This is an optimization exercise on Yosys and OpenROAD, whose aim is small area, not a production implementation.
Function was not checked in any run shown here: the RTL went through the layout flow alone.

==> flow/design.v, too long to show whole: its modules and the start of the top module <==
// module axis_fraction_divider: 4061 lines
module axis_fraction_divider (
    input  wire        aclk,
    input  wire        aclken,
    input  wire        aresetn,
    input  wire        s_axis_divisor_tvalid,
    input  wire [31:0] s_axis_divisor_tdata,
    input  wire [0:0]  s_axis_divisor_tuser,
    input  wire        s_axis_dividend_tvalid,
    input  wire [31:0] s_axis_dividend_tdata,
    input  wire [0:0]  s_axis_dividend_tuser,
    output wire        m_axis_dout_tvalid,
    output wire [47:0] m_axis_dout_tdata,
    output wire [0:0]  m_axis_dout_tuser
);
  // ...
==> flow/run.sh <==
#!/bin/bash
# synth_recipe.tcl (not shown) runs the flow's synth.tcl, then flattens the netlist and writes it again
# the make line also repeats each setting of config.mk as NAME=value (left out here)
make -C /OpenROAD-flow-scripts/flow DESIGN_CONFIG=/design/flow/config.mk WORK_HOME=/design/flow/orfs CLKGATE_MAP_FILE= SYNTH_SCRIPT=/design/flow/synth_recipe.tcl finish
==> flow/config.mk <==
export PLATFORM = sky130hd
export DESIGN_NAME = axis_fraction_divider
export DESIGN_NICKNAME = axis_fraction_divider
export VERILOG_FILES = /design/flow/design.v
export SDC_FILE = /design/flow/constraint.sdc
export NUM_CORES = 4
export LEC_CHECK = 0
export ABC_AREA = 1
export CAP_MARGIN = 20
export CORE_MARGIN = 2
export CORE_UTILIZATION = 45
export GPL_TIMING_DRIVEN = 0
export PLACE_DENSITY = 0.6
export SLEW_MARGIN = 20
==> flow/constraint.sdc <==
create_clock -name core_clock -period 7.5 [get_ports {aclk}]
set_input_delay 1.5000 -clock core_clock [delete_from_list [all_inputs] [get_ports {aclk}]]
set_output_delay 1.5000 -clock core_clock [all_outputs]
set_load 0.01 [all_outputs]
==> impl_results.md, run 1 <==
* Outcome: complete, but fails checks
* SO Viols: setup timing
* Per-cell routed wire length at 16.4 µm
* Cell with the most instances on the worst path: nand2_4
* Grt met1 use at roughly a third
* Final ANT Viol Nets at 0
* Global-route wire length before repair at 430000 µm
* Non-clk invs at 1672
* Synth warn at 1
* Most used DFF post-synth: edfxtp_1
* Setup crit end kind: flop
* Crit path arrival time at 8830 ps
* CP peak stage delay at between 600 and 700 ps
* Register area at between 0.02 and 0.03 mm²
* Fin worst setup slack at -833 ps
* Die Wd at 440 µm
* Post-DP HPWL at 205000 µm
* RSZ-0062 raised after global routing: true
* Area of the multi-input gates at 0.0570 mm²
* Most common library cells after synthesis: 5074 x nand2_1, 1634 x nand3_1, 1549 x inv_1
* Compound-cell area share of the yosys netlist at 6.30%
* Vias in the first global route at approximately 83000
* # setup viols final at 205
* Slowest CP cell: edfxtp_1
* Dominant cells by area after synthesis: edfxtp_1 32%, nand2_1 22%, nand3_1 9.6%
==> run 2, diff against run 1 <==
--- a/flow/design.v
+++ b/flow/design.v
@@ -535,6 +535,24 @@
 wire [15:0] r15 = t15[15:0] ^ u15[15:0];
 wire [15:0] q15 = {q14, g15};
-wire [16:0] t16 = {r15, A11[15]};
-wire [16:0] e16 = R_d11[16:0];
+reg [15:0] R_r15;
+reg [31:0] R_d15;
+reg [15:0] R_q15;
+reg R_v15;
+reg [15:0] R_a15;
+always @(posedge aclk) begin
+    if (~aresetn) R_v15 <= 1'b0;
+    else if (aclken) R_v15 <= R_v11;
+end
+always @(posedge aclk) begin
+    if (aclken) begin
+        R_r15 <= r15;
+        R_d15 <= R_d11;
+        R_q15 <= q15;
+        R_a15 <= A11[15:0];
+    end
+end
+wire [31:0] A15 = {16'b0, R_a15};
+wire [16:0] t16 = {R_r15, A15[15]};
+wire [16:0] e16 = R_d15[16:0];
 wire c16_g0 = (t16[1] & e16[1]) | ((t16[1] | e16[1]) & (t16[0] | e16[0]));
 wire c16_p0 = (t16[1] | e16[1]) & 1'b0;
@@ -592,28 +610,10 @@
 wire c16_p26 = (t16[16] | e16[16]) & c16_p14;
 wire [16:0] ci16 = {c16_g14, c16_g25, c16_g18, c16_g24, c16_g15, c16_g23, c16_g17, c16_g22, c16_g12, c16_g21, c16_g16, c16_g20, c16_g8, c16_g19, c16_g0, (t16[0] | e16[0]), 1'b1};
-wire g16 = c16_g26 & &R_d11[31:17];
+wire g16 = c16_g26 & &R_d15[31:17];
 wire [16:0] u16 = {17{g16}} & (e16 ^ ci16);
 wire [16:0] r16 = t16[16:0] ^ u16[16:0];
-wire [16:0] q16 = {q15, g16};
-reg [16:0] R_r16;
-reg [31:0] R_d16;
-reg [16:0] R_q16;
-reg R_v16;
-reg [14:0] R_a16;
-always @(posedge aclk) begin
-    if (~aresetn) R_v16 <= 1'b0;
-    else if (aclken) R_v16 <= R_v11;
-end
-always @(posedge aclk) begin
-    if (aclken) begin
-        R_r16 <= r16;
-        R_d16 <= R_d11;
-        R_q16 <= q16;
-        R_a16 <= A11[14:0];
-    end
-end
-wire [31:0] A16 = {17'b0, R_a16};
-wire [17:0] t17 = {R_r16, A16[14]};
-wire [17:0] e17 = R_d16[17:0];
+wire [16:0] q16 = {R_q15, g16};
+wire [17:0] t17 = {r16, A15[14]};
+wire [17:0] e17 = R_d15[17:0];
 wire c17_g0 = (t17[1] & e17[1]) | ((t17[1] | e17[1]) & (t17[0] | e17[0]));
 wire c17_p0 = (t17[1] | e17[1]) & 1'b0;
@@ -675,10 +675,10 @@
 wire c17_p28 = (t17[16] | e17[16]) & c17_p15;
 wire [17:0] ci17 = {c17_g28, c17_g15, c17_g27, c17_g19, c17_g26, c17_g16, c17_g25, c17_g18, c17_g24, c17_g13, c17_g23, c17_g17, c17_g22, c17_g9, c17_g21, c17_g0, (t17[0] | e17[0]), 1'b1};
-wire g17 = c17_g20 & &R_d16[31:18];
+wire g17 = c17_g20 & &R_d15[31:18];
 wire [17:0] u17 = {18{g17}} & (e17 ^ ci17);
 wire [17:0] r17 = t17[17:0] ^ u17[17:0];
-wire [17:0] q17 = {R_q16, g17};
-wire [18:0] t18 = {r17, A16[13]};
-wire [18:0] e18 = R_d16[18:0];
+wire [17:0] q17 = {q16, g17};
+wire [18:0] t18 = {r17, A15[13]};
+wire [18:0] e18 = R_d15[18:0];
 wire c18_g0 = (t18[1] & e18[1]) | ((t18[1] | e18[1]) & (t18[0] | e18[0]));
 wire c18_p0 = (t18[1] | e18[1]) & 1'b0;
@@ -742,10 +742,10 @@
 wire c18_p29 = (t18[18] | e18[18]) & c18_p20;
 wire [18:0] ci18 = {c18_g20, c18_g28, c18_g15, c18_g27, c18_g19, c18_g26, c18_g16, c18_g25, c18_g18, c18_g24, c18_g13, c18_g23, c18_g17, c18_g22, c18_g9, c18_g21, c18_g0, (t18[0] | e18[0]), 1'b1};
-wire g18 = c18_g29 & &R_d16[31:19];
+wire g18 = c18_g29 & &R_d15[31:19];
 wire [18:0] u18 = {19{g18}} & (e18 ^ ci18);
 wire [18:0] r18 = t18[18:0] ^ u18[18:0];
 wire [18:0] q18 = {q17, g18};
-wire [19:0] t19 = {r18, A16[12]};
-wire [19:0] e19 = R_d16[19:0];
+wire [19:0] t19 = {r18, A15[12]};
+wire [19:0] e19 = R_d15[19:0];
 wire c19_g0 = (t19[1] & e19[1]) | ((t19[1] | e19[1]) & (t19[0] | e19[0]));
 wire c19_p0 = (t19[1] | e19[1]) & 1'b0;
@@ -815,10 +815,28 @@
 wire c19_p32 = (t19[18] | e19[18]) & c19_p23;
 wire [19:0] ci19 = {c19_g32, c19_g23, c19_g31, c19_g17, c19_g30, c19_g22, c19_g29, c19_g18, c19_g28, c19_g21, c19_g27, c19_g15, c19_g26, c19_g20, c19_g25, c19_g10, c19_g24, c19_g0, (t19[0] | e19[0]), 1'b1};
-wire g19 = c19_g19 & &R_d16[31:20];
+wire g19 = c19_g19 & &R_d15[31:20];
 wire [19:0] u19 = {20{g19}} & (e19 ^ ci19);
 wire [19:0] r19 = t19[19:0] ^ u19[19:0];
 wire [19:0] q19 = {q18, g19};
-wire [20:0] t20 = {r19, A16[11]};
-wire [20:0] e20 = R_d16[20:0];
+reg [19:0] R_r19;
+reg [31:0] R_d19;
+reg [19:0] R_q19;
+reg R_v19;
+reg [11:0] R_a19;
+always @(posedge aclk) begin
+    if (~aresetn) R_v19 <= 1'b0;
+    else if (aclken) R_v19 <= R_v15;
+end
+always @(posedge aclk) begin
+    if (aclken) begin
+        R_r19 <= r19;
+        R_d19 <= R_d15;
+        R_q19 <= q19;
+        R_a19 <= A15[11:0];
+    end
+end
+wire [31:0] A19 = {20'b0, R_a19};
+wire [20:0] t20 = {R_r19, A19[11]};
+wire [20:0] e20 = R_d19[20:0];
 wire c20_g0 = (t20[1] & e20[1]) | ((t20[1] | e20[1]) & (t20[0] | e20[0]));
 wire c20_p0 = (t20[1] | e20[1]) & 1'b0;
@@ -890,10 +908,10 @@
 wire c20_p33 = (t20[20] | e20[20]) & c20_p19;
 wire [20:0] ci20 = {c20_g19, c20_g32, c20_g23, c20_g31, c20_g17, c20_g30, c20_g22, c20_g29, c20_g18, c20_g28, c20_g21, c20_g27, c20_g15, c20_g26, c20_g20, c20_g25, c20_g10, c20_g24, c20_g0, (t20[0] | e20[0]), 1'b1};
-wire g20 = c20_g33 & &R_d16[31:21];
+wire g20 = c20_g33 & &R_d19[31:21];
 wire [20:0] u20 = {21{g20}} & (e20 ^ ci20);
 wire [20:0] r20 = t20[20:0] ^ u20[20:0];
-wire [20:0] q20 = {q19, g20};
-wire [21:0] t21 = {r20, A16[10]};
-wire [21:0] e21 = R_d16[21:0];
+wire [20:0] q20 = {R_q19, g20};
+wire [21:0] t21 = {r20, A19[10]};
+wire [21:0] e21 = R_d19[21:0];
 wire c21_g0 = (t21[1] & e21[1]) | ((t21[1] | e21[1]) & (t21[0] | e21[0]));
 wire c21_p0 = (t21[1] | e21[1]) & 1'b0;
@@ -969,28 +987,10 @@
 wire c21_p35 = (t21[20] | e21[20]) & c21_p20;
 wire [21:0] ci21 = {c21_g35, c21_g20, c21_g34, c21_g24, c21_g33, c21_g18, c21_g32, c21_g23, c21_g31, c21_g19, c21_g30, c21_g22, c21_g29, c21_g16, c21_g28, c21_g21, c21_g27, c21_g11, c21_g26, c21_g0, (t21[0] | e21[0]), 1'b1};
-wire g21 = c21_g25 & &R_d16[31:22];
+wire g21 = c21_g25 & &R_d19[31:22];
 wire [21:0] u21 = {22{g21}} & (e21 ^ ci21);
 wire [21:0] r21 = t21[21:0] ^ u21[21:0];
 wire [21:0] q21 = {q20, g21};
-reg [21:0] R_r21;
-reg [31:0] R_d21;
-reg [21:0] R_q21;
-reg R_v21;
-reg [9:0] R_a21;
-always @(posedge aclk) begin
-    if (~aresetn) R_v21 <= 1'b0;
-    else if (aclken) R_v21 <= R_v16;
-end
-always @(posedge aclk) begin
-    if (aclken) begin
-        R_r21 <= r21;
-        R_d21 <= R_d16;
-        R_q21 <= q21;
-        R_a21 <= A16[9:0];
-    end
-end
-wire [31:0] A21 = {22'b0, R_a21};
-wire [22:0] t22 = {R_r21, A21[9]};
-wire [22:0] e22 = R_d21[22:0];
+wire [22:0] t22 = {r21, A19[9]};
+wire [22:0] e22 = R_d19[22:0];
 wire c22_g0 = (t22[1] & e22[1]) | ((t22[1] | e22[1]) & (t22[0] | e22[0]));
 wire c22_p0 = (t22[1] | e22[1]) & 1'b0;
@@ -1068,10 +1068,10 @@
 wire c22_p36 = (t22[22] | e22[22]) & c22_p25;
 wire [22:0] ci22 = {c22_g25, c22_g35, c22_g20, c22_g34, c22_g24, c22_g33, c22_g18, c22_g32, c22_g23, c22_g31, c22_g19, c22_g30, c22_g22, c22_g29, c22_g16, c22_g28, c22_g21, c22_g27, c22_g11, c22_g26, c22_g0, (t22[0] | e22[0]), 1'b1};
-wire g22 = c22_g36 & &R_d21[31:23];
+wire g22 = c22_g36 & &R_d19[31:23];
 wire [22:0] u22 = {23{g22}} & (e22 ^ ci22);
 wire [22:0] r22 = t22[22:0] ^ u22[22:0];
-wire [22:0] q22 = {R_q21, g22};
-wire [23:0] t23 = {r22, A21[8]};
-wire [23:0] e23 = R_d21[23:0];
+wire [22:0] q22 = {q21, g22};
+wire [23:0] t23 = {r22, A19[8]};
+wire [23:0] e23 = R_d19[23:0];
 wire c23_g0 = (t23[1] & e23[1]) | ((t23[1] | e23[1]) & (t23[0] | e23[0]));
 wire c23_p0 = (t23[1] | e23[1]) & 1'b0;
@@ -1157,10 +1157,28 @@
 wire c23_p40 = (t23[22] | e23[22]) & c23_p29;
 wire [23:0] ci23 = {c23_g40, c23_g29, c23_g39, c23_g24, c23_g38, c23_g28, c23_g37, c23_g21, c23_g36, c23_g27, c23_g35, c23_g23, c23_g34, c23_g26, c23_g33, c23_g18, c23_g32, c23_g25, c23_g31, c23_g12, c23_g30, c23_g0, (t23[0] | e23[0]), 1'b1};
-wire g23 = c23_g22 & &R_d21[31:24];
+wire g23 = c23_g22 & &R_d19[31:24];
 wire [23:0] u23 = {24{g23}} & (e23 ^ ci23);
 wire [23:0] r23 = t23[23:0] ^ u23[23:0];
 wire [23:0] q23 = {q22, g23};
-wire [24:0] t24 = {r23, A21[7]};
-wire [24:0] e24 = R_d21[24:0];
+reg [23:0] R_r23;
+reg [31:0] R_d23;
+reg [23:0] R_q23;
+reg R_v23;
+reg [7:0] R_a23;
+always @(posedge aclk) begin
+    if (~aresetn) R_v23 <= 1'b0;
+    else if (aclken) R_v23 <= R_v19;
+end
+always @(posedge aclk) begin
+    if (aclken) begin
+        R_r23 <= r23;
+        R_d23 <= R_d19;
+        R_q23 <= q23;
+        R_a23 <= A19[7:0];
+    end
+end
+wire [31:0] A23 = {24'b0, R_a23};
+wire [24:0] t24 = {R_r23, A23[7]};
+wire [24:0] e24 = R_d23[24:0];
 wire c24_g0 = (t24[1] & e24[1]) | ((t24[1] | e24[1]) & (t24[0] | e24[0]));
 wire c24_p0 = (t24[1] | e24[1]) & 1'b0;
@@ -1248,10 +1266,10 @@
 wire c24_p41 = (t24[24] | e24[24]) & c24_p22;
 wire [24:0] ci24 = {c24_g22, c24_g40, c24_g29, c24_g39, c24_g24, c24_g38, c24_g28, c24_g37, c24_g21, c24_g36, c24_g27, c24_g35, c24_g23, c24_g34, c24_g26, c24_g33, c24_g18, c24_g32, c24_g25, c24_g31, c24_g12, c24_g30, c24_g0, (t24[0] | e24[0]), 1'b1};
-wire g24 = c24_g41 & &R_d21[31:25];
+wire g24 = c24_g41 & &R_d23[31:25];
 wire [24:0] u24 = {25{g24}} & (e24 ^ ci24);
 wire [24:0] r24 = t24[24:0] ^ u24[24:0];
-wire [24:0] q24 = {q23, g24};
-wire [25:0] t25 = {r24, A21[6]};
-wire [25:0] e25 = R_d21[25:0];
+wire [24:0] q24 = {R_q23, g24};
+wire [25:0] t25 = {r24, A23[6]};
+wire [25:0] e25 = R_d23[25:0];
 wire c25_g0 = (t25[1] & e25[1]) | ((t25[1] | e25[1]) & (t25[0] | e25[0]));
 wire c25_p0 = (t25[1] | e25[1]) & 1'b0;
@@ -1343,10 +1361,10 @@
 wire c25_p43 = (t25[24] | e25[24]) & c25_p23;
 wire [25:0] ci25 = {c25_g43, c25_g23, c25_g42, c25_g30, c25_g41, c25_g25, c25_g40, c25_g29, c25_g39, c25_g22, c25_g38, c25_g28, c25_g37, c25_g24, c25_g36, c25_g27, c25_g35, c25_g19, c25_g34, c25_g26, c25_g33, c25_g13, c25_g32, c25_g0, (t25[0] | e25[0]), 1'b1};
-wire g25 = c25_g31 & &R_d21[31:26];
+wire g25 = c25_g31 & &R_d23[31:26];
 wire [25:0] u25 = {26{g25}} & (e25 ^ ci25);
 wire [25:0] r25 = t25[25:0] ^ u25[25:0];
 wire [25:0] q25 = {q24, g25};
-wire [26:0] t26 = {r25, A21[5]};
-wire [26:0] e26 = R_d21[26:0];
+wire [26:0] t26 = {r25, A23[5]};
+wire [26:0] e26 = R_d23[26:0];
 wire c26_g0 = (t26[1] & e26[1]) | ((t26[1] | e26[1]) & (t26[0] | e26[0]));
 wire c26_p0 = (t26[1] | e26[1]) & 1'b0;
@@ -1440,28 +1458,10 @@
 wire c26_p44 = (t26[26] | e26[26]) & c26_p31;
 wire [26:0] ci26 = {c26_g31, c26_g43, c26_g23, c26_g42, c26_g30, c26_g41, c26_g25, c26_g40, c26_g29, c26_g39, c26_g22, c26_g38, c26_g28, c26_g37, c26_g24, c26_g36, c26_g27, c26_g35, c26_g19, c26_g34, c26_g26, c26_g33, c26_g13, c26_g32, c26_g0, (t26[0] | e26[0]), 1'b1};
-wire g26 = c26_g44 & &R_d21[31:27];
+wire g26 = c26_g44 & &R_d23[31:27];
 wire [26:0] u26 = {27{g26}} & (e26 ^ ci26);
 wire [26:0] r26 = t26[26:0] ^ u26[26:0];
 wire [26:0] q26 = {q25, g26};
-reg [26:0] R_r26;
-reg [31:0] R_d26;
-reg [26:0] R_q26;
-reg R_v26;
-reg [4:0] R_a26;
-always @(posedge aclk) begin
-    if (~aresetn) R_v26 <= 1'b0;
-    else if (aclken) R_v26 <= R_v21;
-end
-always @(posedge aclk) begin
-    if (aclken) begin
-        R_r26 <= r26;
-        R_d26 <= R_d21;
-        R_q26 <= q26;
-        R_a26 <= A21[4:0];
-    end
-end
-wire [31:0] A26 = {27'b0, R_a26};
-wire [27:0] t27 = {R_r26, A26[4]};
-wire [27:0] e27 = R_d26[27:0];
+wire [27:0] t27 = {r26, A23[4]};
+wire [27:0] e27 = R_d23[27:0];
 wire c27_g0 = (t27[1] & e27[1]) | ((t27[1] | e27[1]) & (t27[0] | e27[0]));
 wire c27_p0 = (t27[1] | e27[1]) & 1'b0;
@@ -1561,10 +1561,28 @@
 wire c27_p47 = (t27[26] | e27[26]) & c27_p34;
 wire [27:0] ci27 = {c27_g47, c27_g34, c27_g46, c27_g25, c27_g45, c27_g33, c27_g44, c27_g27, c27_g43, c27_g32, c27_g42, c27_g24, c27_g41, c27_g31, c27_g40, c27_g26, c27_g39, c27_g30, c27_g38, c27_g21, c27_g37, c27_g29, c27_g36, c27_g14, c27_g35, c27_g0, (t27[0] | e27[0]), 1'b1};
-wire g27 = c27_g28 & &R_d26[31:28];
+wire g27 = c27_g28 & &R_d23[31:28];
 wire [27:0] u27 = {28{g27}} & (e27 ^ ci27);
 wire [27:0] r27 = t27[27:0] ^ u27[27:0];
-wire [27:0] q27 = {R_q26, g27};
-wire [28:0] t28 = {r27, A26[3]};
-wire [28:0] e28 = R_d26[28:0];
+wire [27:0] q27 = {q26, g27};
+reg [27:0] R_r27;
+reg [31:0] R_d27;
+reg [27:0] R_q27;
+reg R_v27;
+reg [3:0] R_a27;
+always @(posedge aclk) begin
+    if (~aresetn) R_v27 <= 1'b0;
+    else if (aclken) R_v27 <= R_v23;
+end
+always @(posedge aclk) begin
+    if (aclken) begin
+        R_r27 <= r27;
+        R_d27 <= R_d23;
+        R_q27 <= q27;
+        R_a27 <= A23[3:0];
+    end
+end
+wire [31:0] A27 = {28'b0, R_a27};
+wire [28:0] t28 = {R_r27, A27[3]};
+wire [28:0] e28 = R_d27[28:0];
 wire c28_g0 = (t28[1] & e28[1]) | ((t28[1] | e28[1]) & (t28[0] | e28[0]));
 wire c28_p0 = (t28[1] | e28[1]) & 1'b0;
@@ -1666,10 +1684,10 @@
 wire c28_p48 = (t28[28] | e28[28]) & c28_p28;
 wire [28:0] ci28 = {c28_g28, c28_g47, c28_g34, c28_g46, c28_g25, c28_g45, c28_g33, c28_g44, c28_g27, c28_g43, c28_g32, c28_g42, c28_g24, c28_g41, c28_g31, c28_g40, c28_g26, c28_g39, c28_g30, c28_g38, c28_g21, c28_g37, c28_g29, c28_g36, c28_g14, c28_g35, c28_g0, (t28[0] | e28[0]), 1'b1};
-wire g28 = c28_g48 & &R_d26[31:29];
+wire g28 = c28_g48 & &R_d27[31:29];
 wire [28:0] u28 = {29{g28}} & (e28 ^ ci28);
 wire [28:0] r28 = t28[28:0] ^ u28[28:0];
-wire [28:0] q28 = {q27, g28};
-wire [29:0] t29 = {r28, A26[2]};
-wire [29:0] e29 = R_d26[29:0];
+wire [28:0] q28 = {R_q27, g28};
+wire [29:0] t29 = {r28, A27[2]};
+wire [29:0] e29 = R_d27[29:0];
 wire c29_g0 = (t29[1] & e29[1]) | ((t29[1] | e29[1]) & (t29[0] | e29[0]));
 wire c29_p0 = (t29[1] | e29[1]) & 1'b0;
@@ -1775,10 +1793,10 @@
 wire c29_p50 = (t29[28] | e29[28]) & c29_p29;
 wire [29:0] ci29 = {c29_g50, c29_g29, c29_g49, c29_g35, c29_g48, c29_g26, c29_g47, c29_g34, c29_g46, c29_g28, c29_g45, c29_g33, c29_g44, c29_g25, c29_g43, c29_g32, c29_g42, c29_g27, c29_g41, c29_g31, c29_g40, c29_g22, c29_g39, c29_g30, c29_g38, c29_g15, c29_g37, c29_g0, (t29[0] | e29[0]), 1'b1};
-wire g29 = c29_g36 & &R_d26[31:30];
+wire g29 = c29_g36 & &R_d27[31:30];
 wire [29:0] u29 = {30{g29}} & (e29 ^ ci29);
 wire [29:0] r29 = t29[29:0] ^ u29[29:0];
 wire [29:0] q29 = {q28, g29};
-wire [30:0] t30 = {r29, A26[1]};
-wire [30:0] e30 = R_d26[30:0];
+wire [30:0] t30 = {r29, A27[1]};
+wire [30:0] e30 = R_d27[30:0];
 wire c30_g0 = (t30[1] & e30[1]) | ((t30[1] | e30[1]) & (t30[0] | e30[0]));
 wire c30_p0 = (t30[1] | e30[1]) & 1'b0;
@@ -1886,5 +1904,5 @@
 wire c30_p51 = (t30[30] | e30[30]) & c30_p36;
 wire [30:0] ci30 = {c30_g36, c30_g50, c30_g29, c30_g49, c30_g35, c30_g48, c30_g26, c30_g47, c30_g34, c30_g46, c30_g28, c30_g45, c30_g33, c30_g44, c30_g25, c30_g43, c30_g32, c30_g42, c30_g27, c30_g41, c30_g31, c30_g40, c30_g22, c30_g39, c30_g30, c30_g38, c30_g15, c30_g37, c30_g0, (t30[0] | e30[0]), 1'b1};
-wire g30 = c30_g51 & &R_d26[31:31];
+wire g30 = c30_g51 & &R_d27[31:31];
 wire [30:0] u30 = {31{g30}} & (e30 ^ ci30);
 wire [30:0] r30 = t30[30:0] ^ u30[30:0];
@@ -1897,12 +1915,12 @@
 always @(posedge aclk) begin
     if (~aresetn) R_v30 <= 1'b0;
-    else if (aclken) R_v30 <= R_v26;
+    else if (aclken) R_v30 <= R_v27;
 end
 always @(posedge aclk) begin
     if (aclken) begin
         R_r30 <= r30;
-        R_d30 <= R_d26;
+        R_d30 <= R_d27;
         R_q30 <= q30;
-        R_a30 <= A26[0:0];
+        R_a30 <= A27[0:0];
     end
 end
@@ -2275,6 +2293,21 @@
 wire [31:0] r33 = t33[31:0] ^ u33[31:0];
 wire [33:0] q33 = {q32, g33};
-wire [32:0] t34 = {r33, 1'b0};
-wire [32:0] e34 = {1'b1, R_d30};
+reg [31:0] R_r33;
+reg [31:0] R_d33;
+reg [33:0] R_q33;
+reg R_v33;
+always @(posedge aclk) begin
+    if (~aresetn) R_v33 <= 1'b0;
+    else if (aclken) R_v33 <= R_v30;
+end
+always @(posedge aclk) begin
+    if (aclken) begin
+        R_r33 <= r33;
+        R_d33 <= R_d30;
+        R_q33 <= q33;
+    end
+end
+wire [32:0] t34 = {R_r33, 1'b0};
+wire [32:0] e34 = {1'b1, R_d33};
 wire c34_g0 = (t34[1] & e34[1]) | ((t34[1] | e34[1]) & (t34[0] | e34[0]));
 wire c34_p0 = (t34[1] | e34[1]) & 1'b0;
@@ -2397,22 +2430,7 @@
 wire [32:0] u34 = {33{g34}} & (e34 ^ ci34);
 wire [31:0] r34 = t34[31:0] ^ u34[31:0];
-wire [34:0] q34 = {q33, g34};
-reg [31:0] R_r34;
-reg [31:0] R_d34;
-reg [34:0] R_q34;
-reg R_v34;
-always @(posedge aclk) begin
-    if (~aresetn) R_v34 <= 1'b0;
-    else if (aclken) R_v34 <= R_v30;
-end
-always @(posedge aclk) begin
-    if (aclken) begin
-        R_r34 <= r34;
-        R_d34 <= R_d30;
-        R_q34 <= q34;
-    end
-end
-wire [32:0] t35 = {R_r34, 1'b0};
-wire [32:0] e35 = {1'b1, R_d34};
+wire [34:0] q34 = {R_q33, g34};
+wire [32:0] t35 = {r34, 1'b0};
+wire [32:0] e35 = {1'b1, R_d33};
 wire c35_g0 = (t35[1] & e35[1]) | ((t35[1] | e35[1]) & (t35[0] | e35[0]));
 wire c35_p0 = (t35[1] | e35[1]) & 1'b0;
@@ -2535,7 +2553,7 @@
 wire [32:0] u35 = {33{g35}} & (e35 ^ ci35);
 wire [31:0] r35 = t35[31:0] ^ u35[31:0];
-wire [35:0] q35 = {R_q34, g35};
+wire [35:0] q35 = {q34, g35};
 wire [32:0] t36 = {r35, 1'b0};
-wire [32:0] e36 = {1'b1, R_d34};
+wire [32:0] e36 = {1'b1, R_d33};
 wire c36_g0 = (t36[1] & e36[1]) | ((t36[1] | e36[1]) & (t36[0] | e36[0]));
 wire c36_p0 = (t36[1] | e36[1]) & 1'b0;
@@ -2659,6 +2677,21 @@
 wire [31:0] r36 = t36[31:0] ^ u36[31:0];
 wire [36:0] q36 = {q35, g36};
-wire [32:0] t37 = {r36, 1'b0};
-wire [32:0] e37 = {1'b1, R_d34};
+reg [31:0] R_r36;
+reg [31:0] R_d36;
+reg [36:0] R_q36;
+reg R_v36;
+always @(posedge aclk) begin
+    if (~aresetn) R_v36 <= 1'b0;
+    else if (aclken) R_v36 <= R_v33;
+end
+always @(posedge aclk) begin
+    if (aclken) begin
+        R_r36 <= r36;
+        R_d36 <= R_d33;
+        R_q36 <= q36;
+    end
+end
+wire [32:0] t37 = {R_r36, 1'b0};
+wire [32:0] e37 = {1'b1, R_d36};
 wire c37_g0 = (t37[1] & e37[1]) | ((t37[1] | e37[1]) & (t37[0] | e37[0]));
 wire c37_p0 = (t37[1] | e37[1]) & 1'b0;
@@ -2781,7 +2814,7 @@
 wire [32:0] u37 = {33{g37}} & (e37 ^ ci37);
 wire [31:0] r37 = t37[31:0] ^ u37[31:0];
-wire [37:0] q37 = {q36, g37};
+wire [37:0] q37 = {R_q36, g37};
 wire [32:0] t38 = {r37, 1'b0};
-wire [32:0] e38 = {1'b1, R_d34};
+wire [32:0] e38 = {1'b1, R_d36};
 wire c38_g0 = (t38[1] & e38[1]) | ((t38[1] | e38[1]) & (t38[0] | e38[0]));
 wire c38_p0 = (t38[1] | e38[1]) & 1'b0;
@@ -2905,21 +2938,6 @@
 wire [31:0] r38 = t38[31:0] ^ u38[31:0];
 wire [38:0] q38 = {q37, g38};
-reg [31:0] R_r38;
-reg [31:0] R_d38;
-reg [38:0] R_q38;
-reg R_v38;
-always @(posedge aclk) begin
-    if (~aresetn) R_v38 <= 1'b0;
-    else if (aclken) R_v38 <= R_v34;
-end
-always @(posedge aclk) begin
-    if (aclken) begin
-        R_r38 <= r38;
-        R_d38 <= R_d34;
-        R_q38 <= q38;
-    end
-end
-wire [32:0] t39 = {R_r38, 1'b0};
-wire [32:0] e39 = {1'b1, R_d38};
+wire [32:0] t39 = {r38, 1'b0};
+wire [32:0] e39 = {1'b1, R_d36};
 wire c39_g0 = (t39[1] & e39[1]) | ((t39[1] | e39[1]) & (t39[0] | e39[0]));
 wire c39_p0 = (t39[1] | e39[1]) & 1'b0;
@@ -3042,7 +3060,22 @@
 wire [32:0] u39 = {33{g39}} & (e39 ^ ci39);
 wire [31:0] r39 = t39[31:0] ^ u39[31:0];
-wire [39:0] q39 = {R_q38, g39};
-wire [32:0] t40 = {r39, 1'b0};
-wire [32:0] e40 = {1'b1, R_d38};
+wire [39:0] q39 = {q38, g39};
+reg [31:0] R_r39;
+reg [31:0] R_d39;
+reg [39:0] R_q39;
+reg R_v39;
+always @(posedge aclk) begin
+    if (~aresetn) R_v39 <= 1'b0;
+    else if (aclken) R_v39 <= R_v36;
+end
+always @(posedge aclk) begin
+    if (aclken) begin
+        R_r39 <= r39;
+        R_d39 <= R_d36;
+        R_q39 <= q39;
+    end
+end
+wire [32:0] t40 = {R_r39, 1'b0};
+wire [32:0] e40 = {1'b1, R_d39};
 wire c40_g0 = (t40[1] & e40[1]) | ((t40[1] | e40[1]) & (t40[0] | e40[0]));
 wire c40_p0 = (t40[1] | e40[1]) & 1'b0;
@@ -3165,7 +3198,7 @@
 wire [32:0] u40 = {33{g40}} & (e40 ^ ci40);
 wire [31:0] r40 = t40[31:0] ^ u40[31:0];
-wire [40:0] q40 = {q39, g40};
+wire [40:0] q40 = {R_q39, g40};
 wire [32:0] t41 = {r40, 1'b0};
-wire [32:0] e41 = {1'b1, R_d38};
+wire [32:0] e41 = {1'b1, R_d39};
 wire c41_g0 = (t41[1] & e41[1]) | ((t41[1] | e41[1]) & (t41[0] | e41[0]));
 wire c41_p0 = (t41[1] | e41[1]) & 1'b0;
@@ -3290,5 +3323,5 @@
 wire [41:0] q41 = {q40, g41};
 wire [32:0] t42 = {r41, 1'b0};
-wire [32:0] e42 = {1'b1, R_d38};
+wire [32:0] e42 = {1'b1, R_d39};
 wire c42_g0 = (t42[1] & e42[1]) | ((t42[1] | e42[1]) & (t42[0] | e42[0]));
 wire c42_p0 = (t42[1] | e42[1]) & 1'b0;
@@ -3418,10 +3451,10 @@
 always @(posedge aclk) begin
     if (~aresetn) R_v42 <= 1'b0;
-    else if (aclken) R_v42 <= R_v38;
+    else if (aclken) R_v42 <= R_v39;
 end
 always @(posedge aclk) begin
     if (aclken) begin
         R_r42 <= r42;
-        R_d42 <= R_d38;
+        R_d42 <= R_d39;
         R_q42 <= q42;
     end
--- a/flow/config.mk
+++ b/flow/config.mk
@@ -9,6 +9,9 @@
 export CAP_MARGIN = 20
 export CORE_MARGIN = 2
-export CORE_UTILIZATION = 45
+export CORE_UTILIZATION = 70
+export CTS_BUF_LIST = sky130_fd_sc_hd__clkbuf_16
+export CTS_CLUSTER_DIAMETER = 80
+export CTS_CLUSTER_SIZE = 25
 export GPL_TIMING_DRIVEN = 0
-export PLACE_DENSITY = 0.6
+export PLACE_DENSITY = 0.85
 export SLEW_MARGIN = 20
==> impl_results.md, run 2 <==
* Syn Area/Cell at 6.79 µm² (was 6.40 µm²)
* Cell with the most instances on the worst path: nand2_1 (was nand2_4)
* Worst-path fanout max at 3 (was 10)
* Worst hold path stage count at 0 (unchanged)
* Worst-case reg-to-reg path depth at 49 (was 60)
* Synth Area in XOR/XNOR at 8.21% (was 7.98%)
* Most common library cells after synthesis: 4874 x nand2_1, 1578 x inv_1, 1516 x nand3_1 (was 5074 x nand2_1, 1634 x nand3_1, 1549 x inv_1)
* Root Buffer: clkbuf_16 (unchanged)
* Die Height at 363 µm (was 440 µm)
* Remaining DRCs at 0 (unchanged)
* Crit start category: flop (unchanged)
* Tcrit/Tclk final at 102% (was 111%)
* Largest family of logic cells by synthesized area: simple AND/OR/NAND/NOR gates (unchanged)
* DR vias/cell at 5.90 (was 5.29)
* DR iter-0 viols at 10500 (was 5883)
* Register with the highest flop count: R_q45 (unchanged)
* Largest net degree at the start of global routing at 171 (was 160)
* Post-route cell area at 0.100 mm² (was 0.112 mm²)
* CP peak stage delay at 480 ps (was 670 ps)
* Area delta synth->final at 11.1% (was 30.4%)
* Max Slew Vio Count at 0 (unchanged)
* Final ANT Viol Nets at 0 (unchanged)
* Adder-Cell Fraction of Synth Area at 0.118% (was 0.0848%)
* Asr flop ratio synth at 0% (unchanged)
* Clock Skew at 40.2 ps (was 43.9 ps)
* Fmax at 0.130 GHz (was 0.120 GHz)
* Number of max-cap violations at 0 (unchanged)
* Clk slew on worst S/H paths at 100 ps (was 70 ps)
* Commonest non-fill, non-tap cell in the layout: nand2_1 (unchanged)
* Vias in the first global route at 81800 (was 83300)
* Post-synthesis mux area share at 0% (unchanged)
* CTS Buf Count at 74 (was 108)
* Outcome: complete, but fails checks (unchanged)
* RSZ-0062 raised after global routing: true (unchanged)
* Num ports at 121 (unchanged)
* Max reg flops at 46 (unchanged)
* Register area share after synthesis at 37.0% (was 32.5%)
* Register area at 0.0335 mm² (was 0.0278 mm²)
* GPL Wtd Cong at 0.962 (was 0.921)
* Post-synthesis cell count at 13300 (was 13400)
* Row count at 131 (was 160)
* Compound-cell area share of the yosys netlist at 6.35% (was 6.30%)
* Cell with the most instances after synthesis: nand2_1 (unchanged)
* I/O Buffers at 116 (was 114)
* Post-Synth Simple-Gate Area at 39.6% (was 43.4%)
* Most frequent cells in the layout: 4768 x nand2_1, 1575 x inv_1, 1489 x nand3_1 (was 4308 x nand2_1, 1485 x inv_1, 1407 x nand3_1)
* Global-route wire length before repair at 396000 µm (was 430000 µm)
* Bufs on Longest Clock Path at 3 (unchanged)
* # setup viols final at 3 (was 205)
* Clock Sinks at 1118 (was 929)
* Fin worst setup slack at -163 ps (was -833 ps)
* R2R Path Start: R_d23[26]$_DFFE_PP_ (was R_d21[27]$_DFFE_PP_)
* Top Registers: R_q45 x46, R_q42 x43, R_q39 x40 (was R_q45 x46, R_q42 x43, R_q38 x39)
* Clock latency (worst-skew pair) at 740 ps (was 780 ps)
* EDFF count, synth at 1106 (was 919)
* Die area at 0.132 mm² (was 0.194 mm²)
* Hold Buf Count CTS at 0 (unchanged)
* Setup crit end kind: output pin (was flop)
* First-pass DRT Iterations at 10 (was 7)
* Area of the multi-input gates at 0.0508 mm² (was 0.0570 mm²)
* Post-DP HPWL at 193000 µm (was 205000 µm)
* Min Tclk post-route at 7660 ps (was 8330 ps)
* Fraction of layout cells with a size suffix above 1 at 8.38% (was 22.5%)
* Synth warn at 1 (unchanged)
* Crit Path Category: reg2out (was reg2reg)
* Worst Path Required at 6000 ps (was 7990 ps)
* Leading area contributor after synthesis: edfxtp_1 (unchanged)
* Mapped Nets at 13400 (was 13500)
* Post-layout util at 78.5% (was 58.9%)
* Per-cell routed wire length at 16.8 µm (was 16.4 µm)
* Slowest CP cell: edfxtp_1 (unchanged)
* CTS tree: done (unchanged)
* Hold Vio Cnt, Final at 0 (unchanged)
* Post-synth top area share at 36.7% (was 32.3%)
* Most used DFF post-synth: edfxtp_1 (unchanged)
* GRT overflow at 0 (unchanged)
* DP Area at 0.0939 mm² (was 0.0901 mm²)
* Hold_sp: R_q42[19]$_DFFE_PP_ (was R_q42[11]$_DFFE_PP_)
* FF+latch count, synth at 1118 (was 929)
* # nets final at 13800 (was 14600)
* CP startpoint: R_d45[1]$_DFFE_PP_ (was R_d21[27]$_DFFE_PP_)
* Worst Hold Class: reg2reg (unchanged)
* Rel. slew slack at 30.9% (was 30.3%)
* Least-Margin Pin Slew at 1030 ps (about the same)
* Crit path arrival time at 6160 ps (was 8830 ps)
* SO Viols: setup timing (unchanged)
* Initial Util at 70.7% (was 45.1%)
* Core Footprint at 0.128 mm² (was 0.190 mm²)
* H-tree levels at 3 (unchanged)
* Routed Wire Length at 260000 µm (was 281000 µm)
* # fillers at 9149 (was 17300)
* Yosys cell types at 77 (was 74)
* All-Layer GR Usage at 36.8% (was 27.5%)
* Synthesized cell area at 0.0904 mm² (was 0.0856 mm²)
* Dominant cells by area after synthesis: edfxtp_1 37%, nand2_1 20%, nand3_1 8.4% (was edfxtp_1 32%, nand2_1 22%, nand3_1 9.6%)
* Initial antenna violation count at 15 (was 9)
* Die Wd at 363 µm (was 440 µm)
* Via count at 91200 (was 90800)
## run 2: final timing paths
| kind | to | slack [ps] |
|---|---|---|
| worst min register to register | R_q45[22]$_DFFE_PP_ | 410 |
| worst max register to register | R_r27[9]$_DFFE_PP_ | 0 |
| worst max-delay path | m_axis_dout_tdata[0] | -160 |
| worst min-delay path | R_q45[22]$_DFFE_PP_ | 410 |
## run 2: metrics by stage
stage	hold slack [ps]	worst slack, ps	std cells	setup TNS, ps
3_5_place_dp	405	-1630	15100	-61470
5_1_grt	419	-420	15500	-9800
3_3_place_gp	400	-31650	15100	-
2_1_floorplan	400	986	13300	0
6_report	410	-163	15500	-168
4_1_cts	415	-83.0	15300	-83.0
## run 2: cell families after synthesis
logic type      Yosys count
compound gates         1012
simple gates           8341
buf+inv                1985
xor+xnor                845
flops                  1118
fa+ha+maj                 9
## run 2: cell type report
type,count,area share (%)
Tap cell,1662,2.07
Timing Repair Buffer,349,3.20
Multi-Input combinational cell,10200,50.6
Clock buffer,75,1.87
Sequential cell,1118,33.3
Buffer,298,1.86
Antenna cell,7,0.0174
Clock inverter,49,0.659
Inverter,1683,6.36
## run 2: critical path, delay by kind of cell (launching register included)
kind / cells / cell delay (ps)
buf+inv: 7 / 740
flops: 1 / 480
xor+xnor: 1 / 190
simple gates: 19 / 1760
compound gates: 19 / 2250
## run 2: what timing repair did
item	4_1_cts	5_1_grt
buffers inserted	52	166
resized for setup	95	515
pin swaps	29	108
cloned	0	11
setup endpoints to repair	227	311
## run 2: metal layers
layer / global-route usage (%) / wire (µm) / vias up
met3: 5.03 / 22700 / 951
met5: 0 / 45 / -
li1: - / - / 44100
met1: 45.4 / 99500 / 41500
met4: 19.2 / 14100 / 8
met2: 62.8 / 124000 / 4642
==> run 3, diff against run 2 <==
==> flow/flow/run.sh (new file) <==
#!/bin/bash
set -euo pipefail
bash standard.sh 'BUFFER_PORTS_ARGS=-buffer_cell sky130_fd_sc_hd__buf_2' finish > run_make.log 2>&1
==> flow/standard.sh (new file) <==
#!/bin/bash
# synth_recipe.tcl (not shown) runs the flow's synth.tcl, then flattens the netlist and writes it again
# the make line also repeats each setting of config.mk as NAME=value (left out here)
make -C /OpenROAD-flow-scripts/flow DESIGN_CONFIG=/design/flow/config.mk WORK_HOME=/design/flow/orfs CLKGATE_MAP_FILE= SYNTH_SCRIPT=/design/flow/synth_recipe.tcl "${@:-finish}"
removed: flow/run.sh
==> impl_results.md, run 3 <==
* Outcome: complete, but fails checks (unchanged)
* SO Viols: setup timing (unchanged)
* Max reg flops at 46 (unchanged)
* Per-cell routed wire length at 16.7 µm (was 16.8 µm)
* Post-route cell area at 0.0994 mm² (was 0.100 mm²)
* Die area at 0.132 mm² (unchanged)
* Row count at 131 (unchanged)
* Crit Path Category: reg2out (unchanged)
* Crit start category: flop (unchanged)
* Initial Util at 70.7% (unchanged)
* Synth warn at 1 (unchanged)
* Most common library cells after synthesis: 4874 x nand2_1, 1578 x inv_1, 1516 x nand3_1 (unchanged)
* CTS Buf Count at 71 (was 74)
* GPL Wtd Cong at 0.961 (was 0.962)
* Worst Path Required at 6000 ps (about the same)
* Crit path arrival time at 6130 ps (was 6160 ps)
* Fmax at 0.131 GHz (was 0.130 GHz)
* Leading area contributor after synthesis: edfxtp_1 (unchanged)
* RSZ-0062 raised after global routing: true (unchanged)
* CP Buf/Inv Count at 6 (was 7)
* Num ports at 121 (unchanged)
* Register area share after synthesis at 37.0% (unchanged)
* Tcrit/Tclk final at 102% (about the same)
* Top Registers: R_q45 x46, R_q42 x43, R_q39 x40 (unchanged)
* CTS tree: done (unchanged)
* All-Layer GR Usage at 36.5% (was 36.8%)
* Global-route wire length before repair at 395000 µm (was 396000 µm)
* Initial antenna violation count at 10 (was 15)
* Clk slew on worst S/H paths at 100 ps (about the same)
* Final setup TNS at -126 ps (was -168 ps)
* Fin worst setup slack at -126 ps (was -163 ps)
* Die Wd at 363 µm (unchanged)
* Min Tclk post-route at 7630 ps (was 7660 ps)
* Synthesized cell area at 0.0904 mm² (unchanged)
* Post-synthesis cell count at 13300 (unchanged)
* Least-Margin Pin Slew at 1150 ps (was 1030 ps)
* Largest net degree at the start of global routing at 161 (was 171)
* Setup crit end kind: output pin (unchanged)
* Syn Area/Cell at 6.79 µm² (unchanged)
* # nets final at 13800 (about the same)
* Clock latency (worst-skew pair) at 720 ps (was 740 ps)
* Worst-path fanout max at 6 (was 3)
* Remaining DRCs at 0 (unchanged)
* Register with the highest flop count: R_q45 (unchanged)
* Area delta synth->final at 10.0% (was 11.1%)
* Most used DFF post-synth: edfxtp_1 (unchanged)
* DR vias/cell at 5.88 (was 5.90)
* DP Area at 0.0933 mm² (was 0.0939 mm²)
* Core Footprint at 0.128 mm² (unchanged)
* Worst hold slack at 405 ps (was 410 ps)
* Asr flop ratio synth at 0% (unchanged)
* FF+latch count, synth at 1118 (unchanged)
* DR iter-0 viols at 9618 (was 10500)
* Clock Skew at 45.0 ps (was 40.2 ps)
* Post-DP HPWL at 195000 µm (was 193000 µm)
* Root Buffer: clkbuf_16 (unchanged)
* Cell with the most instances on the worst path: nand2_1 (unchanged)
* Area of the multi-input gates at 0.0508 mm² (about the same)
* EDFF count, synth at 1106 (unchanged)
* Dominant cells by area after synthesis: edfxtp_1 37%, nand2_1 20%, nand3_1 8.4% (unchanged)
* Clock Sinks at 1118 (unchanged)
* Via count at 90600 (was 91200)
* Critical path's top delay family: simple AND/OR/NAND/NOR gates (was compound AO/OA/AOI/OAI gates)
* Max Slew Vio Count at 0 (unchanged)
* Bufs on Longest Clock Path at 3 (unchanged)
* Most frequent cells in the layout: 4774 x nand2_1, 1573 x inv_1, 1494 x nand3_1 (was 4768 x nand2_1, 1575 x inv_1, 1489 x nand3_1)
* Hold Vio Cnt, Final at 0 (unchanged)
* GRT overflow at 0 (unchanged)
* Worst Hold Class: reg2reg (unchanged)
* Rel. slew slack at 23.6% (was 30.9%)
* Die Height at 363 µm (unchanged)
* Fraction of layout cells with a size suffix above 1 at 8.93% (was 8.38%)
* First-pass DRT Iterations at 7 (was 10)
* Mapped Nets at 13400 (unchanged)
* Vias in the first global route at 82600 (was 81800)
* H-tree levels at 3 (unchanged)
* CP peak stage delay at 470 ps (was 480 ps)
* Yosys cell types at 77 (unchanged)
* Number of max-cap violations at 0 (unchanged)
* I/O Buffers at 116 (unchanged)
* Routed Wire Length at 257000 µm (was 260000 µm)
* Post-synth top area share at 36.7% (unchanged)
* Commonest non-fill, non-tap cell in the layout: nand2_1 (unchanged)
* # setup viols final at 1 (was 3)
* # fillers at 9354 (was 9149)
* Register area at 0.0335 mm² (unchanged)
* Worst slack at placement at -1290 ps (was -1630 ps)
* Cell with the most instances after synthesis: nand2_1 (unchanged)
* Final ANT Viol Nets at 0 (unchanged)
* Slowest CP cell: edfxtp_1 (unchanged)
## run 3: cell count changes in the layout (fill, tap and decap cells not counted), sizes merged
cell,delta
diode,-1
inv,-5
clkbuf,-5
bufinv,+3
buf,+88
clkinv,-1
clkdlybuf4s50,-114
nand3,-1
clkinvlp,+2
nand2,-2
## run 3: worst paths after layout
path | start | end | cells after the start | slack (ps)
setup / recovery | R_d45[0]$_DFFE_PP_ | m_axis_dout_tdata[0] | 47 | -130
hold reg to reg | R_q6[1]$_DFFE_PP_ | R_q11[6]$_DFFE_PP_ | 0 | 400
setup reg to reg | R_d23[31]$_DFFE_PP_ | R_r27[6]$_DFFE_PP_ | 52 | 230
hold / removal | R_q6[1]$_DFFE_PP_ | R_q11[6]$_DFFE_PP_ | 0 | 400
## run 3: cell families (layout without fill, tap and decap cells)
kind of cell | count (synthesis) | count (layout) | share of synthesized area (%)
buffers and inverters | 1985 | 2422 | 8.72
AND/OR/NAND/NOR | 8341 | 8343 | 39.6
flip-flops | 1118 | 1118 | 37.0
adder cells (fa/ha/maj) | 9 | 9 | 0.118
other | 0 | 6 | 0
XOR/XNOR | 845 | 845 | 8.21
AO/OA/AOI/OAI | 1012 | 1012 | 6.35
## run 3: stage by stage
step                utilization [%]  instances
floorplan                         -      13300
detailed placement             73.0      15100
finish                         77.8      15400
CTS                            75.3      15200
global route                   77.8      15400
global placement               72.8      15100
## run 3: routing by layer
layer | wire, µm | share of wire (%) | up-vias | global-route usage (%)
met5 | 34 | 0.013 | - | 0
met4 | 14000 | 5.5 | 6 | 18.9
met3 | 21700 | 8.5 | 874 | 4.70
met2 | 122000 | 48 | 4320 | 62.7
met1 | 98800 | 38 | 41400 | 45.2
li1 | - | - | 44000 | -
## run 3: worst register-to-register path, delay by kind of cell, from the launching register on
kind / cells / cell delay [ps]
AOI/OAI and AO/OA: 4 / 770
DFF: 1 / 510
and+or+nand+nor: 40 / 4400
xor gates and xnor gates: 1 / 330
buffers and inverters: 7 / 1050
## run 3: final cells by class
| class | count | share of cell area [%] |
|---|---|---|
| tap | 1662 | 2.09 |
| buffer | 298 | 1.89 |
| clock buffer | 72 | 1.81 |
| inverter | 1683 | 6.43 |
| multi-input combinational | 10200 | 51.1 |
| timing repair buffer | 321 | 2.40 |
| antenna | 6 | 0.0151 |
| clock inverter | 48 | 0.664 |
| sequential | 1118 | 33.6 |
## run 3: timing repair
action                                  CTS  global route
endpoints found under the setup margin  252           311
cloned                                    1             7
resized for setup                       101           511
pin swaps                                14           111
hold buffers                              0             0
setup buffers                            23           166

## afterwards: timing with drivers on the ports
No port has a modelled driver above. Below, the same layouts with a new extraction and two added sets of constraints.
Step 1, drivers: a clkbuf_16 drives aclk and a buf_2 each remaining input, both assumed.
Step 2 moves the port delays by t, midway between the first and last clock arrival at a register: inputs arrive t later, outputs are due t later. That takes back most of the time a late clock gives input paths.
a / b / c = ideal ports / drivers / drivers and shift; a / b = the first two.
| run | t, ns | setup WS [ns] | worst register clock-pin slew, ns | worst data-port slew with drivers (ns) |
|---|---|---|---|---|
| run 1 | 0.851 | -0.833 / -0.833 / -1.061 | 0.07 / 0.07 | 0.12 |
| run 2 | 0.806 | -0.163 / -0.250 / -0.279 | 0.11 / 0.11 | 0.14 |
| run 3 | 0.790 | -0.126 / -0.211 / -0.183 | 0.11 / 0.11 | 0.15 |
The setup slack of run 1, which loses most, moves by 0.000 ns with the drivers and by -0.228 ns with both steps.
